From an optimization exercise on the open Yosys and OpenROAD flow, aimed at small area, a short achievable clock period and few clock cycles; shortcuts taken in it are not production practice.
Function was checked by simulation only, so behaviour that the tests miss may differ from the original.

## config.mk

```make
export PLATFORM = sky130hd
export DESIGN_NAME = multi_cycle_cpu
export DESIGN_NICKNAME = multi_cycle_cpu
export VERILOG_FILES = /design/flow/design.v
export SDC_FILE = /design/flow/constraint.sdc
export NUM_CORES = 4
export LEC_CHECK = 0
export CAP_MARGIN = 20
export CORE_MARGIN = 2
export CORE_UTILIZATION = 40
export PLACE_DENSITY = 0.6
export SETUP_SLACK_MARGIN = 0.5
export SLEW_MARGIN = 20
```

## constraint.sdc

```tcl
create_clock -name core_clock -period 11.0 [get_ports {clk}]
set_input_delay 2.2000 -clock core_clock [delete_from_list [all_inputs] [get_ports {clk}]]
set_output_delay 2.2000 -clock core_clock [all_outputs]
set_load 0.01 [all_outputs]
```

## design.v

```verilog
`default_nettype none
module cpu_alu (
    input wire [31:0] src_a,
    input wire [31:0] src_b,
    input wire sub,
    input wire [2:0] funct3,
    input wire alt,   
    output wire [31:0] sum,
    output reg  [31:0] result,
    output wire eq,
    output wire lt,
    output wire ltu
);
  wire [32:0] s = {1'b0, src_a} + {1'b0, src_b ^ {32{sub}}} + {32'b0, sub};
  assign sum = s[31:0];
  assign ltu = ~s[32];
  assign lt  = (src_a[31] ^ src_b[31]) ? src_a[31] : s[31];
  assign eq  = src_a == src_b;
  wire left = ~funct3[2];
  wire [4:0] shamt = src_b[4:0];
  reg [31:0] a_rev, sh_rev;
  integer k;
  always @(*) for (k = 0; k < 32; k = k + 1) a_rev[k] = src_a[31-k];
  wire [31:0] sh_in = left ? a_rev : src_a;
  wire fill = alt & src_a[31] & ~left;
  wire signed [32:0] sh_s = {fill, sh_in};
  wire [32:0] sh_w = sh_s >>> shamt;
  wire [31:0] sh = sh_w[31:0];
  always @(*) for (k = 0; k < 32; k = k + 1) sh_rev[k] = sh[31-k];
  always @(*) begin
    case (funct3)
      3'b000:  result = sum;
      3'b001:  result = sh_rev;
      3'b010:  result = {31'b0, lt};
      3'b011:  result = {31'b0, ltu};
      3'b100:  result = src_a ^ src_b;
      3'b101:  result = sh;
      3'b110:  result = src_a | src_b;
      default: result = src_a & src_b;
    endcase
  end
endmodule
`default_nettype none
module cpu_imm_extend (
    input  wire [24:0] data,
    input  wire [ 1:0] imm_src,
    output wire [31:0] imm_ext
);
  wire [11:0] imm_i = data[24:13];
  wire [11:0] imm_s = {data[24:18], data[4:0]};
  assign imm_ext = {{20{data[24]}}, (imm_src == 2'd1) ? imm_s : imm_i};
endmodule
`default_nettype none
module cpu_register_file (
    input wire clk,
    input wire rst_n,
    input wire [4:0] a1,
    input wire [4:0] a2,
    input wire [4:0] a3,
    input wire [31:0] wd3,
    input wire we3,
    output wire [31:0] rd1,
    output wire [31:0] rd2
);
  reg [31:0] regs[1:31];
  reg [31:1] valid;
  genvar i;
  generate
    for (i = 1; i < 32; i = i + 1) begin : g_reg
      always @(posedge clk) begin
        if (we3 && a3 == i) regs[i] <= wd3;
      end
    end
  endgenerate
  always @(posedge clk or negedge rst_n) begin
    if (!rst_n) valid <= 0;
    else if (we3 && a3 != 0) valid[a3] <= 1'b1;
  end
  wire [31:0] v = {valid, 1'b0};
  wire [31:0] r1 = (a1 == 0) ? 32'b0 : regs[a1];
  wire [31:0] r2 = (a2 == 0) ? 32'b0 : regs[a2];
  assign rd1 = v[a1] ? r1 : 32'b0;
  assign rd2 = v[a2] ? r2 : 32'b0;
endmodule
`default_nettype none
module cpu_data_extend (
    input  wire [31:0] data,
    input  wire [ 2:0] control,
    output wire [31:0] data_ext
);
  wire b = control[1:0] == 2'b00;
  wire h = control[1:0] == 2'b01;
  wire s = ~control[2] & (b ? data[7] : data[15]);
  assign data_ext[7:0]   = data[7:0];
  assign data_ext[15:8]  = b ? {8{s}} : data[15:8];
  assign data_ext[31:16] = (b | h) ? {16{s}} : data[31:16];
endmodule
`default_nettype none
module multi_cycle_cpu (
    input wire clk,
    input wire rst_n,
    output wire [31:0] mem_addr,
    output wire [31:0] mem_wdata,
    output wire [ 3:0] mem_wenable,
    input  wire [31:0] mem_rdata
);
  reg  [31:1] pc;      
  reg         v;       
  reg  [31:2] ir;      
  reg  [31:1] alt;     
  reg  [31:0] rs1v;    
  reg  [31:0] rs2v;
  wire [6:2] op = ir[6:2];
  wire [2:0] f3 = ir[14:12];
  wire [4:0] rd = ir[11:7];
  wire e_branch = op[6] & ~op[2];
  wire e_jalr   = op[6] & op[2] & ~op[3];
  wire e_jal    = op[6] & op[3];
  wire e_load   = ~op[6] & ~op[4] & ~op[5];
  wire e_store  = ~op[6] & ~op[4] & op[5];
  wire e_lui    = ~op[6] & op[4] & op[2] & op[5];
  wire e_auipc  = ~op[6] & op[4] & op[2] & ~op[5];
  wire e_reg    = ~op[6] & op[4] & ~op[2] & op[5];
  wire e_mem    = ~op[6] & ~op[4];
  wire [31:0] imm_ext;
  cpu_imm_extend imm_extend (
      .data(ir[31:7]),
      .imm_src(e_store ? 2'd1 : 2'd0),
      .imm_ext(imm_ext)
  );
  wire [31:0] src_b = (e_reg | e_branch) ? rs2v : imm_ext;
  wire sub = e_branch | (~op[6] & op[4] & ~op[2] & (f3[1] & ~f3[2] | (op[5] & ir[30] & f3 == 3'b000)));
  wire [31:0] sum, alu_result;
  wire eq, lt, ltu;
  cpu_alu alu (
      .src_a(rs1v),
      .src_b(src_b),
      .sub(sub),
      .funct3(f3),
      .alt(ir[30]),
      .sum(sum),
      .result(alu_result),
      .eq(eq),
      .lt(lt),
      .ltu(ltu)
  );
  wire cond = f3[0] ^ (f3[2] ? (f3[1] ? ltu : lt) : eq);
  wire redirect = v & ((e_branch & (cond ^ ir[31])) | e_jalr);
  wire fetch = ~(v & e_mem);
  wire [31:0] ld_ext;
  cpu_data_extend data_extend (
      .data(mem_rdata),
      .control(f3),
      .data_ext(ld_ext)
  );
  wire [31:0] ex_result = e_lui ? {ir[31:12], 12'b0} :
                          (op[6] | op[2]) ? {alt, 1'b0} : alu_result;
  wire [31:0] wb_data = e_load ? ld_ext : ex_result;
  wire wb_en = v & ~e_branch & ~e_store & (rd != 5'd0);
  wire [31:0] inst = mem_rdata;
  wire [4:0] rs1 = inst[19:15];
  wire [4:0] rs2 = inst[24:20];
  wire [31:0] rf1, rf2;
  cpu_register_file register_file (
      .clk(clk),
      .rst_n(rst_n),
      .a1(rs1),
      .a2(rs2),
      .a3(rd),
      .wd3(wb_data),
      .we3(wb_en),
      .rd1(rf1),
      .rd2(rf2)
  );
  wire byp1 = wb_en & (rd == rs1);
  wire byp2 = wb_en & (rd == rs2);
  wire f_branch = inst[6] & ~inst[2];
  wire f_jal    = inst[6] & inst[3];
  wire f_auipc  = ~inst[6] & inst[4] & inst[2] & ~inst[5];
  wire f_taken  = f_jal | (f_branch & inst[31]);
  wire [31:1] f_imm = f_branch ? {{20{inst[31]}}, inst[7], inst[30:25], inst[11:8]} :
                      f_jal    ? {{12{inst[31]}}, inst[19:12], inst[20], inst[30:21]} :
                                 {inst[31:12], 11'b0};
  wire [31:1] f_target = pc + f_imm;
  wire [31:1] pc4 = pc + 31'd2;
  wire [31:1] jalr_target = sum[31:1];
  always @(posedge clk or negedge rst_n) begin
    if (!rst_n) begin
      pc <= 31'b0;
      v  <= 1'b0;
    end else begin
      v <= fetch & ~redirect;
      if (redirect) pc <= e_jalr ? jalr_target : alt;
      else if (fetch) pc <= f_taken ? f_target : pc4;
    end
  end
  always @(posedge clk) begin
    ir   <= inst[31:2];
    alt  <= ((f_branch & ~inst[31]) | f_auipc) ? f_target : pc4;
    rs1v <= byp1 ? ex_result : rf1;
    rs2v <= byp2 ? ex_result : rf2;
  end
  assign mem_addr = (v & e_mem) ? sum : {pc, 1'b0};
  assign mem_wdata = rs2v;
  assign mem_wenable = (v & e_store) ? {f3[1], f3[1], f3[1] | f3[0], 1'b1} : 4'b0000;
endmodule
```

## run.sh

```bash
#!/bin/bash
# synth_recipe.tcl (not shown) runs the flow's synth.tcl, then flattens the netlist and writes it again
# the make line also repeats each setting of config.mk as NAME=value (left out here)
make -C /OpenROAD-flow-scripts/flow DESIGN_CONFIG=/design/flow/config.mk WORK_HOME=/design/flow/orfs CLKGATE_MAP_FILE= SYNTH_SCRIPT=/design/flow/synth_recipe.tcl finish
```

==> run notes <==
[cells in the final DEF (no fill, tap or decap), drive strengths merged, types with 47 or more instances in the layout]
cell type	Yosys	layout
clkinv	1	52
a21o	51	51
inv	105	112
ha	138	138
o211ai	47	47
clkbuf	320	146
edfxtp	992	992
clkdlybuf4s50	0	99
a21oi	256	256
nor3	54	54
a22oi	456	456
xnor2	87	87
dfrtp	63	63
dfxtp	125	125
a221oi	241	241
nand2	379	379
mux2i	75	75
nand4	191	191
nor2	291	291
nand3	113	113
o21ai	167	167
buf	60	215
a22o	264	264
[cell families after synthesis]
family | Yosys count | synth area share
AO/OA/AOI/OAI | 1870 | 0.2357
flip-flops | 1180 | 0.5651
AND/OR/NAND/NOR | 1178 | 0.09308
buffers and inverters | 486 | 0.03207
adder cells (fa/ha/maj) | 140 | 0.02948
XOR/XNOR | 131 | 0.01915
multiplexers | 117 | 0.02539
[layer usage]
layer	GRT usage	wire length, um	part of all wire
met5	0.003828	241	0.00072
met4	0.3117	31730	0.095
met3	0.1648	49640	0.15
met2	0.6232	139600	0.42
met1	0.5003	112500	0.34
[Yosys cell counts (all sizes together), types with 22 or more instances]
master	instances	area, um2
buf	60	321.6
inv	105	394.1
o22ai	44	275.3
dfxtp	125	2502
a222oi	32	320.3
a221oi	241	2123
xnor2	87	762.0
o21ai	167	854.6
dfrtp	63	1577
a22o	264	2312
a211oi	31	237.7
clkbuf	320	1202
ha	138	1727
a31oi	29	181.4
o21bai	33	247.7
o211ai	47	422.9
xor2	44	385.4
a2111oi	38	389.1
mux4	25	563.0
nand4	191	1195
nor2	291	1092
a21oi	256	1296
edfxtp	992	29790
nor3	54	275.3
a21o	51	382.9
nand3	113	565.5
a22oi	456	3423
nor4	22	137.6
mux2i	75	767.0
o221ai	24	272.8
nand2	379	1445
and2	25	156.4
o2bb2ai	22	192.7
[final cells by class]
cell class	instances	area, um2
diodes	15	37.54
clock buffers	146	3223
clock inverters	84	985.9
fillers	13583	80580
inverters	106	397.9
multi-input cells	3436	25090
flip-flops and latches	1180	33870
well taps	1944	2432
repair buffers	314	2628
[worst reg2reg max path: stages (launching register included)]
cell and delay [ns]:
dfxtp_1 0.49, a21oi_2 0.39, or2_2 0.48, and2_1 0.96
a21oi_1 0.24, xnor2_1 0.26, ha_1 0.46, a21oi_1 0.20
o21bai_1 0.50, o2111ai_1 0.26, or3b_2 0.50, o32a_1 0.20
a211oi_1 1.00, nor2_1 0.29, o21ai_4 0.73, nand2_4 0.34
o221ai_1 0.31
[worst max-delay path by stage]
| stage | start | to | slack (ns) | cells past startpoint |
|---|---|---|---|---|
| final | ir[6]$_DFF_P_ | mem_addr[27] | 1.95 | 17 |
| after CTS | ir[6]$_DFF_P_ | mem_addr[30] | 2.04 | 16 |
| after floorplan | ir[4]$_DFF_P_ | mem_addr[30] | 4.44 | 18 |
| after global routing | ir[6]$_DFF_P_ | mem_addr[27] | 1.62 | 17 |
| after detailed placement | ir[6]$_DFF_P_ | mem_addr[30] | 2.83 | 16 |
| after global placement | ir[6]$_DFF_P_ | mem_addr[30] | 2.73 | 16 |
[sequential cells by signal (all words and copies together) (netlist names)]
name / cells
alt: 31
ir: 30
pc: 31
register_file.regs: 992
register_file.valid: 31
rs1v: 32
rs2v: 32
v: 1
[power by group through the flow]
stage	clock network [mW]	registers [mW]	logic [mW]
after floorplan	0	5.74	1.99
after global placement	0	5.98	3.60
after detailed placement	0	5.98	3.61
after CTS	4.37	5.88	3.63
after global routing	4.55	5.91	3.90
final	4.39	5.91	3.78
[stage by stage]
step / setup slack (ns) / instance area, um2 / std cells
CTS: 2.036 / 68590 / 7207
floorplan: 4.439 / 59930 / 5102
finish: 1.952 / 68670 / 7225
global placement: 2.733 / 64350 / 6976
global route: 1.615 / 68630 / 7210
detailed placement: 2.831 / 64380 / 6977
==> flow_summary.toml <==
[synthesis]
yosysSeqAreaShare = 0.5651
yosysUniqueCellTypes = 105
synth_cells = 5102
netlist_area_mm2 = 0.05993
synth_ff_type = "edfxtp_1"
async_reset_ff_frac = 0.05339
yosys_warnings = 36
synth-edff-count = 992
synth_nets = 5276
syn_avg_cell_area_um2 = 11.75
synth_seq_cells = 1180

[power_and_ir_drop]
p_clk_frac = 0.312
power_density_mw_per_mm2 = 205.1
ir_drop_uv = 140.4
p_comb_frac = 0.268
p_int_mw = 9.105
p_sw_mw = 4.975
finalPower_mw = 14.08
swShare = 0.3533
leakagePower_nw = 23.11
p_seq_frac = 0.420

[setup_path]
rr_startpoint = "ir[6]$_DFF_P_"
cp.buffers_inverters = 1
critPathRequiredTime_ns = 8.80
reg2reg_slack_ns = 3.31
critical-path-max-stage-delay_ns = 0.96
crit_fanout = 21
worstPathArrival_ns = 6.85
cp_top_family = "compound AO/OA/AOI/OAI gates"
slowest_stage = "and2_1"
endpoint_kind = "output port"
crit_path_start_kind = "register"
critPathKind = "reg2out"
cp_common_cell = "nand2_1"
worst-r2r-cell-count = 16
crit_chain = "a21oi_2, or2_2, and2_1, a21oi_1, xnor2_1, ha_1, nand2_1, o21ai_0, nand3_1, nand2_1, a31oi_1, a21oi_1, nor4_1, a311oi_1, nand2_1, nand2_1, clkdlybuf4s50_1"
worst_r2r_endpoint = "pc[31]$_DFFE_PN0P_"

[finish]
drive_above_1_share = 0.1242
postLayoutCoreUtil = 0.4601
syn_to_final_growth_pct = 14.58
nets = 5333

[clock_network]
cts_root_buf = "clkbuf_16"
insertion_delay_ns = 0.81
htreeDepth = 3
postCtsSetupBuffers = 0
cts_tree = "built"
hold_buffers = 0
clock-sinks = 1180
clockBufferDepth = 3
clkTransAtPathRegs_ns = 0.06
post_cts_resized = 0
numCtsBuffers = 121

[detailed_routing]
first_pass_iters = 12
wirelength_um = 333600
vias_per_cell = 7.642
drc = 0
drt-initial-drc-count = 12039
route.antenna.remaining_nets = 0
num_vias = 55214
post_drt_wl_per_cell_um = 46.18

[flow_run]
max_cap_violations = 0

[die]
ios = 102
die_h_um = 391.1
rows = 142
die_w_um = 391.1
start_util = 0.4015
core_mm2 = 0.1492
dieArea_mm2 = 0.1529

[placement]
io_buffer_count = 101
place_congestion = 1.003
hpwlAfterDp_um = 202000

[min_path]
hold-path-cell-count = 1
hold_end = "register_file.valid[6]$_DFFE_PN0P_"
min_path_type = "reg2reg"
hold_path_startpoint = "register_file.valid[6]$_DFFE_PN0P_"

[grt]
grt_max_degree = 64
grt_pass1_vias = 51137
gr-total-overflow = 0
grt_usage = 0.4231
grt_pass1_wl_um = 441400
antenna_found_initial = 20

[timing]
timing.hold.ws_ns = 0.4710
max_freq_mhz = 110.5
maxSlewViolCount = 0
period_minus_slack_ns = 9.048
setup_tns_ns = 0
fin_crit_sh = 0.8225
hold_violations = 0
skew_ns = 0.08601
rsz0062_at_grt = "no"
setup_violations = 0
slew_headroom = 0.1634
tightest_slew_ns = 1.255

[status]
status = "no timing/DRC/antenna violations"
Testbench counts, summed over its fixed seeds: cycles 511,671.

static timing again, ports no longer ideal:
No port has a modelled driver above. Below, the same layout with a new extraction and two added sets of constraints. Step 1 sets driving cells, clkbuf_16 on the clock port and buf_2 on the other inputs (assumed; they add their load-dependent delay and slew). Step 2 adds t to the input delays and takes it off the output delays; t is the mean of the earliest and latest rising clock arrival at the registers after step 1. Input paths then give back, and output paths get back, about the clock's delay inside the block. a / b / c = ideal ports / drivers / drivers and shift; a / b = the first two.
shift t [ns]: 0.848
setup WS [ns]: 1.952 / 1.874 / 2.721
hold WS [ns]: 0.471 / 0.471 / 0.471
worst setup path after step 2: register to output
worst register clock-pin slew, ns: 0.07 / 0.07
After both steps setup and hold are still met in this run. The setup slack of this run moves by -0.078 ns with the drivers and by +0.769 ns with both steps.
